Source: an optimization exercise on an open RTL-to-GDS flow (aim: small area and a short achievable clock period). Production flows keep margins and buffers that such runs may drop. Function was checked by simulation only, so behaviour that the tests miss may differ from the original. No driver is modelled on the clock port, so clocking that relies on it looks cheaper here than on a real chip.

==> inputs of v10 <==
==> flow/design.v <==
`default_nettype none
module sram_controller_pmu_sync (
    input  logic clk,
    input  logic reset_n,
    input  logic pwr_save_req,
    input  logic pwr_restore_req,
    output logic pwr_save_req_sync,
    output logic pwr_restore_req_sync
);
    logic [2:0] save_q;
    logic [2:0] restore_q;
    always_ff @(posedge clk or negedge reset_n) begin
        if (!reset_n) begin
            save_q    <= 3'b000;
            restore_q <= 3'b000;
        end else begin
            save_q    <= {save_q[1:0], pwr_save_req};
            restore_q <= {restore_q[1:0], pwr_restore_req};
        end
    end
    assign pwr_save_req_sync    = save_q[2];
    assign pwr_restore_req_sync = restore_q[2];
endmodule
`default_nettype wire
`default_nettype none
module sram_controller_wakeup_timer (
    input  logic [2:0] count,
    output logic [2:0] count_next
);
    assign count_next = (count[2] & count[1]) ? 3'b000 : count + 3'd1;
endmodule
`default_nettype wire
`default_nettype none
module sram_controller_fsm (
    input  logic       clk,
    input  logic       reset_n,
    input  logic       pwr_save_req_sync,
    input  logic       pwr_restore_req_sync,
    output logic [1:0] fsm_state,
    output logic       hready
);
    logic [2:0] state;
    logic [2:0] wakeup_next;
    sram_controller_wakeup_timer i_wakeup_timer (
        .count(state),
        .count_next(wakeup_next)
    );
    always_ff @(posedge clk or negedge reset_n) begin
        if (!reset_n) begin
            state <= 3'b000;
        end else begin
            case (state)
                3'b000:  state <= {2'b00, pwr_save_req_sync};
                3'b001:  state <= pwr_restore_req_sync ? 3'b010 : 3'b001;
                default: state <= wakeup_next;
            endcase
        end
    end
    assign fsm_state = {state[2] | state[1], ~state[2] & ~state[1] & state[0]};
    assign hready    = ~(state[2] | state[1] | state[0]);
endmodule
`default_nettype wire
`default_nettype none
module sram_controller_parity_xor32 (
    input  logic [31:0] data,
    output logic        parity
);
    assign parity = ^data;
endmodule
module sram_controller_parity (
    input  logic        clk,
    input  logic        reset_n,
    input  logic [31:0] rdata,
    input  logic        read_enable,
    input  logic        parity_in,
    output logic        parity_error
);
    logic rdata_parity;
    sram_controller_parity_xor32 i_rdata_parity (
        .data(rdata),
        .parity(rdata_parity)
    );
    always_ff @(posedge clk or negedge reset_n) begin
        if (!reset_n) begin
            parity_error <= 1'b0;
        end else begin
            parity_error <= read_enable & ~(rdata_parity ^ parity_in);
        end
    end
endmodule
`default_nettype wire
`default_nettype none
module sram_controller_parity_bit (
    input  logic clk,
    input  logic reset_n,
    input  logic row,
    input  logic col_set,
    input  logic col_clr,
    output logic q
);
    always_ff @(posedge clk or negedge reset_n) begin
        if (!reset_n) begin
            q <= 1'b0;
        end else begin
            q <= (q & ~(row & col_clr)) | (row & col_set);
        end
    end
endmodule
module sram_controller_parity_sel4 (
    input  logic [3:0] bits,
    input  logic [3:0] sel_n,
    output logic       out
);
    assign out = &(bits | sel_n);
endmodule
module sram_controller_parity_sel16 (
    input  logic [15:0] bits,
    input  logic [15:0] sel_n,
    output logic        out
);
    logic [3:0] part;
    for (genvar g = 0; g < 4; g++) begin : g_part
        sram_controller_parity_sel4 u_sel (
            .bits(bits[g * 4 +: 4]),
            .sel_n(sel_n[g * 4 +: 4]),
            .out(part[g])
        );
    end
    assign out = &part;
endmodule
module sram_controller_parity_storage (
    input  logic       clk,
    input  logic       reset_n,
    input  logic       write_enable,
    input  logic [7:0] addr,
    input  logic       write_parity,
    output logic       read_parity
);
    logic [255:0] bits;
    logic [15:0]  row_sel;
    logic [15:0]  col_set;
    logic [15:0]  col_clr;
    logic [15:0]  row_hit;
    logic [15:0]  col_hit;
    logic [15:0]  row_hit_n;
    logic [15:0]  col_hit_n;
    logic [15:0]  row_val;
    always_comb begin
        for (int i = 0; i < 16; i++) begin
            row_hit[i] = (addr[7:4] == i[3:0]);
            col_hit[i] = (addr[3:0] == i[3:0]);
            row_hit_n[i] = ~row_hit[i];
            col_hit_n[i] = ~col_hit[i];
            row_sel[i] = write_enable & (addr[7:4] == i[3:0]);
            col_set[i] = write_parity & (addr[3:0] == i[3:0]);
            col_clr[i] = ~write_parity & (addr[3:0] == i[3:0]);
        end
    end
    for (genvar k = 0; k < 256; k++) begin : g_bit
        sram_controller_parity_bit u_bit (
            .clk(clk),
            .reset_n(reset_n),
            .row(row_sel[k / 16]),
            .col_set(col_set[k % 16]),
            .col_clr(col_clr[k % 16]),
            .q(bits[k])
        );
    end
    for (genvar i = 0; i < 16; i++) begin : g_row
        sram_controller_parity_sel16 u_row (
            .bits(bits[i * 16 +: 16]),
            .sel_n(col_hit_n),
            .out(row_val[i])
        );
    end
    sram_controller_parity_sel16 u_col (
        .bits(row_val),
        .sel_n(row_hit_n),
        .out(read_parity)
    );
endmodule
`default_nettype wire
`default_nettype none
module sram_controller_hrdata_bit (
    input  logic clk,
    input  logic reset_n,
    input  logic load,
    input  logic hold,
    input  logic d,
    output logic q
);
    always_ff @(posedge clk or negedge reset_n) begin
        if (!reset_n) begin
            q <= 1'b0;
        end else begin
            q <= (load & d) | (hold & q);
        end
    end
endmodule
module sram_controller_ahb_lite (
    input  logic        hclk,
    input  logic        hreset_n,
    input  logic        hsel,
    input  logic [7:0]  haddr,
    input  logic        hwrite,
    input  logic [1:0]  htrans,
    input  logic [2:0]  hsize,
    input  logic [31:0] hwdata,
    output logic [31:0] hrdata,
    output logic        hresp,
    output logic        sram_csb0,
    output logic        sram_web0,
    output logic [7:0]  sram_addr0,
    output logic [31:0] sram_din0,
    output logic [3:0]  sram_wmask0,
    input  logic [31:0] sram_dout0,
    output logic        parity_error
);
    logic valid;
    logic read_enable;
    logic write_enable;
    logic parity_in;
    assign valid        = hsel & htrans[1];
    assign read_enable  = valid & ~hwrite;
    assign write_enable = valid & hwrite;
    assign sram_csb0  = ~valid;
    assign sram_web0  = ~write_enable;
    assign sram_addr0 = haddr;
    assign sram_din0  = hwdata;
    assign hresp      = 1'b0;
    always_comb begin
        case (hsize)
            3'b000:  sram_wmask0 = 4'b0001 << haddr[1:0];
            3'b001:  sram_wmask0 = haddr[1] ? 4'b1100 : 4'b0011;
            default: sram_wmask0 = 4'b1111;
        endcase
    end
    for (genvar i = 0; i < 32; i++) begin : g_hrdata
        sram_controller_hrdata_bit u_bit (
            .clk(hclk),
            .reset_n(hreset_n),
            .load(read_enable),
            .hold(~read_enable),
            .d(sram_dout0[i]),
            .q(hrdata[i])
        );
    end
    sram_controller_parity_storage i_parity_storage (
        .clk(hclk),
        .reset_n(hreset_n),
        .write_enable(write_enable),
        .addr(haddr),
        .write_parity(~^hwdata),
        .read_parity(parity_in)
    );
    sram_controller_parity i_parity (
        .clk(hclk),
        .reset_n(hreset_n),
        .rdata(sram_dout0),
        .read_enable(read_enable),
        .parity_in(parity_in),
        .parity_error(parity_error)
    );
endmodule
`default_nettype wire
`default_nettype none
module sram_controller (
    input  logic        hclk,
    input  logic        hreset_n,
    input  logic        hsel,
    input  logic [7:0]  haddr,
    input  logic        hwrite,
    input  logic [1:0]  htrans,
    input  logic [2:0]  hsize,
    input  logic [31:0] hwdata,
    output logic [31:0] hrdata,
    output logic        hready,
    output logic        hresp,
    input  logic        pwr_save_req,
    input  logic        pwr_restore_req,
    output logic        sram_csb0,
    output logic        sram_web0,
    output logic [7:0]  sram_addr0,
    output logic [31:0] sram_din0,
    output logic [3:0]  sram_wmask0,
    input  logic [31:0] sram_dout0,
    output logic        parity_error,
    output logic [1:0]  fsm_state
);
    logic pwr_save_req_sync;
    logic pwr_restore_req_sync;
    sram_controller_pmu_sync i_pmu_sync (
        .clk(hclk),
        .reset_n(hreset_n),
        .pwr_save_req(pwr_save_req),
        .pwr_restore_req(pwr_restore_req),
        .pwr_save_req_sync(pwr_save_req_sync),
        .pwr_restore_req_sync(pwr_restore_req_sync)
    );
    sram_controller_fsm i_fsm (
        .clk(hclk),
        .reset_n(hreset_n),
        .pwr_save_req_sync(pwr_save_req_sync),
        .pwr_restore_req_sync(pwr_restore_req_sync),
        .fsm_state(fsm_state),
        .hready(hready)
    );
    sram_controller_ahb_lite i_ahb_lite (
        .hclk(hclk),
        .hreset_n(hreset_n),
        .hsel(hsel),
        .haddr(haddr),
        .hwrite(hwrite),
        .htrans(htrans),
        .hsize(hsize),
        .hwdata(hwdata),
        .hrdata(hrdata),
        .hresp(hresp),
        .sram_csb0(sram_csb0),
        .sram_web0(sram_web0),
        .sram_addr0(sram_addr0),
        .sram_din0(sram_din0),
        .sram_wmask0(sram_wmask0),
        .sram_dout0(sram_dout0),
        .parity_error(parity_error)
    );
endmodule
`default_nettype wire
==> flow/flow/run.sh <==
#!/bin/bash
# Own layout flow: the standard ORFS flow (standard.sh: unchanged synthesis,
# floorplan, power grid and tap cells, placement, routing), with hooks that
# change how the paths from the input ports are built:
#  - synthesis buffers are removed at floorplan (REMOVE_ABC_BUFFERS) and the
#    ports are buffered with buf_1;
#  - io_fast.tcl (before the placement resizer): each input buffer drives only
#    the pins that lead to an output port; its loads that only reach registers
#    are moved behind a buffer of their own;
#  - tighten.tcl (CTS and global route stages): the stage's timing repair runs
#    against a tighter input delay (the SDC's is restored right after),
#    followed by a power-recovery pass that sizes cells back down where that
#    tighter delay leaves slack;
#  - the clock tree uses its own buffer list and sink clustering, and no dummy loads.
# The make run's full output goes to standard_flow.log in the work folder;
# ORFS's own per-step logs are under orfs/logs/.
set -euo pipefail
cd "$(dirname "${BASH_SOURCE[0]}")/.."
F=$PWD/flow

export REMOVE_ABC_BUFFERS=1
export BUFFER_PORTS_ARGS="-buffer_cell sky130_fd_sc_hd__buf_1"
export IO_FAST_IN_CELL=sky130_fd_sc_hd__buf_1
export IO_FAST_OUT_CELL=sky130_fd_sc_hd__buf_1
export IO_FAST_ISO_CELL=sky130_fd_sc_hd__buf_4
export IO_FAST_IN_DELAY=${IO_FAST_IN_DELAY:-7.6}
export IO_FAST_RECOVER=100
export PRE_RESIZE_TCL=$F/io_fast.tcl
export PRE_CTS_TCL=$F/tighten.tcl
export PRE_GLOBAL_ROUTE_TCL=$F/tighten.tcl
export CTS_ARGS="-sink_clustering_enable -repair_clock_nets -buf_list {sky130_fd_sc_hd__clkbuf_4} -sink_clustering_size 12 -sink_clustering_max_diameter 30 -dont_use_dummy_load"

bash standard.sh > standard_flow.log 2>&1
==> flow/flow/io_fast.tcl <==
# Port-to-port paths: after buffer_ports, let each input buffer drive only the
# pins that lead combinationally to an output port, and move its other loads
# (those that only reach registers, asynchronous resets included) behind a
# buffer of their own. Port buffers are set to the cells the flow names.

proc io_fast_reaches_output { pin } {
  # A register's asynchronous set or reset pin reaches the outputs only
  # through the register, so it is left off the input buffer too.
  if { [regexp {/(RESET_B|SET_B)$} [get_full_name $pin]] } {
    return 0
  }
  set paths [find_timing_paths -through $pin -to [all_outputs] -group_path_count 1]
  return [expr { [llength $paths] > 0 }]
}

proc io_fast { } {
  set in_cell  $::env(IO_FAST_IN_CELL)
  set out_cell $::env(IO_FAST_OUT_CELL)
  set iso_cell $::env(IO_FAST_ISO_CELL)
  set clk_port [get_full_name [get_property [lindex [all_clocks] 0] sources]]
  set n_iso 0
  foreach port [get_ports -filter "direction==output"] {
    set net [get_nets [get_full_name $port]]
    set drv [get_pins -of_objects $net -filter "direction==output"]
    if { [llength $drv] != 1 } { continue }
    set inst [get_cells -of_objects $drv]
    if { [string match "*__buf_*" [get_property $inst ref_name]] ||
         [string match "*__clkdlybuf*" [get_property $inst ref_name]] ||
         [string match "*__clkbuf_*" [get_property $inst ref_name]] } {
      replace_cell $inst $out_cell
    }
  }
  foreach port [get_ports -filter "direction==input"] {
    set pname [get_full_name $port]
    if { $pname eq $clk_port } { continue }
    set loads [get_pins -of_objects [get_nets $pname] -filter "direction==input"]
    if { [llength $loads] != 1 } { continue }
    set inbuf [get_cells -of_objects $loads]
    set ref [get_property $inbuf ref_name]
    if { ![string match "*buf*" $ref] } { continue }
    replace_cell $inbuf $in_cell
    set xnet [get_nets -of_objects [get_pins -of_objects $inbuf -filter "direction==output"]]
    set keep {}
    set move {}
    foreach s [get_pins -of_objects $xnet -filter "direction==input"] {
      if { [io_fast_reaches_output $s] } {
        lappend keep $s
      } else {
        lappend move $s
      }
    }
    if { [llength $keep] > 0 && [llength $move] > 1 } {
      insert_buffer -buffer_cell $iso_cell -net $xnet -load_pins $move
      incr n_iso
    }
  }
  puts "io_fast: isolated the register loads of $n_iso input ports"
}

io_fast
==> flow/flow/tighten.tcl <==
# Wraps ORFS's repair_timing_helper so that the stage's own timing repair runs
# against a tighter input delay (IO_FAST_IN_DELAY, max only, instead of the
# SDC's), which makes the repair speed up every path from an input port, to
# registers and to output ports alike. The SDC's input delay is restored
# right after the repair, so nothing of it is written to the stage's SDC.
# With IO_FAST_RECOVER set, a power-recovery pass (which sizes cells down
# where there is slack) follows the repair, against the same tighter delay.
proc io_fast_inputs { } {
  set clk_src [get_full_name [get_property [lindex [all_clocks] 0] sources]]
  set ins {}
  foreach p [all_inputs] {
    if { [get_full_name $p] ne $clk_src } { lappend ins $p }
  }
  return $ins
}

if { [info commands io_fast_orig_repair_timing_helper] eq "" } {
  rename repair_timing_helper io_fast_orig_repair_timing_helper
  proc repair_timing_helper { args } {
    set clk [lindex [all_clocks] 0]
    set ins [io_fast_inputs]
    set_input_delay -max $::env(IO_FAST_IN_DELAY) -clock $clk $ins
    io_fast_orig_repair_timing_helper {*}$args
    if { [info exists ::env(IO_FAST_RECOVER)] && $::env(IO_FAST_RECOVER) > 0 } {
      # Size cells back down where the tighter input delay leaves slack.
      log_cmd repair_timing -recover_power $::env(IO_FAST_RECOVER) -setup_margin 0 -verbose
    }
    set_input_delay -max [expr { $::env(FLOW_PERIOD_NS) * 0.2 }] -clock $clk $ins
    report_worst_slack -max
  }
}
==> flow/standard.sh <==
#!/bin/bash
# synth_recipe.tcl (not shown) runs the flow's synth.tcl, then flattens the netlist and writes it again
# the make line also repeats each setting of config.mk as NAME=value (left out here)
make -C /OpenROAD-flow-scripts/flow DESIGN_CONFIG=/design/flow/config.mk WORK_HOME=/design/flow/orfs CLKGATE_MAP_FILE= SYNTH_SCRIPT=/design/flow/synth_recipe.tcl "${@:-finish}"
==> flow/config.mk <==
export PLATFORM = sky130hd
export DESIGN_NAME = sram_controller
export DESIGN_NICKNAME = sram_controller
export VERILOG_FILES = /design/flow/design.v
export SDC_FILE = /design/flow/constraint.sdc
export NUM_CORES = 4
export LEC_CHECK = 0
export CAP_MARGIN = 40
export CORE_MARGIN = 2
export CORE_UTILIZATION = 40
export GPL_TIMING_DRIVEN = 0
export PLACE_DENSITY = 0.6
export SLEW_MARGIN = 40
export SYNTH_HIERARCHICAL = 1
export SYNTH_MINIMUM_KEEP_SIZE = 0
==> flow/constraint.sdc <==
create_clock -name core_clock -period 10.0 [get_ports {hclk}]
set_input_delay 2.0000 -clock core_clock [delete_from_list [all_inputs] [get_ports {hclk}]]
set_output_delay 2.0000 -clock core_clock [all_outputs]
set_load 0.01 [all_outputs]
==> v26 (differences from v10) <==
--- a/flow/design.v
+++ b/flow/design.v
@@ -94,3 +94,2 @@
     input  logic clk,
-    input  logic reset_n,
     input  logic row,
@@ -100,8 +99,4 @@
 );
-    always_ff @(posedge clk or negedge reset_n) begin
-        if (!reset_n) begin
-            q <= 1'b0;
-        end else begin
-            q <= (q & ~(row & col_clr)) | (row & col_set);
-        end
+    always_ff @(posedge clk) begin
+        q <= (q & ~(row & col_clr)) | (row & col_set);
     end
@@ -153,5 +148,5 @@
             col_hit_n[i] = ~col_hit[i];
-            row_sel[i] = write_enable & (addr[7:4] == i[3:0]);
-            col_set[i] = write_parity & (addr[3:0] == i[3:0]);
-            col_clr[i] = ~write_parity & (addr[3:0] == i[3:0]);
+            row_sel[i] = ~reset_n | (write_enable & (addr[7:4] == i[3:0]));
+            col_set[i] = reset_n & write_parity & (addr[3:0] == i[3:0]);
+            col_clr[i] = ~reset_n | (~write_parity & (addr[3:0] == i[3:0]));
         end
@@ -161,3 +156,2 @@
             .clk(clk),
-            .reset_n(reset_n),
             .row(row_sel[k / 16]),
--- a/flow/flow/run.sh
+++ b/flow/flow/run.sh
@@ -25,3 +25,3 @@
 export IO_FAST_ISO_CELL=sky130_fd_sc_hd__buf_4
-export IO_FAST_IN_DELAY=${IO_FAST_IN_DELAY:-7.6}
+export IO_FAST_IN_DELAY=${IO_FAST_IN_DELAY:-7.5}
 export IO_FAST_RECOVER=100
--- a/flow/flow/io_fast.tcl
+++ b/flow/flow/io_fast.tcl
@@ -2,11 +2,6 @@
 # pins that lead combinationally to an output port, and move its other loads
-# (those that only reach registers, asynchronous resets included) behind a
-# buffer of their own. Port buffers are set to the cells the flow names.
+# (those that only reach registers) behind a buffer of their own. Port buffers
+# are then sized for speed.
 
 proc io_fast_reaches_output { pin } {
-  # A register's asynchronous set or reset pin reaches the outputs only
-  # through the register, so it is left off the input buffer too.
-  if { [regexp {/(RESET_B|SET_B)$} [get_full_name $pin]] } {
-    return 0
-  }
   set paths [find_timing_paths -through $pin -to [all_outputs] -group_path_count 1]
- CAP_MARGIN: 40 -> 20
- SLEW_MARGIN: 40 -> 20
==> qor.yml <==
n_fill_cell: 3198
avgSynthCellArea_um2: 10.5
crit_chain: "buf_1 -> xor2_1 -> xnor2_1 -> xnor2_1 -> xnor2_1 -> xnor2_1 -> clkbuf_1 -> nand3b_1 -> nor2_2 -> a22o_1"
cpMaxStageDelayCell: "nor2_2"
multi_input_area_share_pct: 38.9
coreArea_um2: 34300
p_clk_w: 0.000768
nets: 1648
ys_seq_area_share_pct: 53.8
p_int_w: 0.00182
status: "timing/DRC/antenna clean"
Source of the figures above: v10

==> qor.yml <==
cpMaxStageDelayCell: "buf_2"
nets: 1608
coreArea_um2: 30700
status: "timing/DRC/antenna clean"
n_fill_cell: 2925
Source of the figures above: v26

==> static timing again, ports no longer ideal <==
In the flow no input, the clock included, has a driving cell. The finished layouts below were timed again as built, in two steps.
Step 1: set_driving_cell puts a clkbuf_16 on hclk and a buf_2 on each other input, an assumption about the parent block.
Step 2 also shifts input and output timing later by t, the mid clock arrival at the registers, as if the neighbouring blocks saw the same clock.
a / b / c = ideal ports / drivers / drivers and shift; a / b = the first two.
run | t, ns | slack for setup (ns) | hold WS [ns]
v10 | 0.738 | 5.423 / 5.446 / 4.714 | 0.333 / 0.333 / 0.333
v26 | 0.738 | 5.503 / 5.456 / 4.825 | 0.321 / 0.321 / 0.321
After both steps every run listed still meets setup and hold. For v10, which loses most, drivers alone change the setup slack by +0.023 ns; drivers and shift together by -0.709 ns.
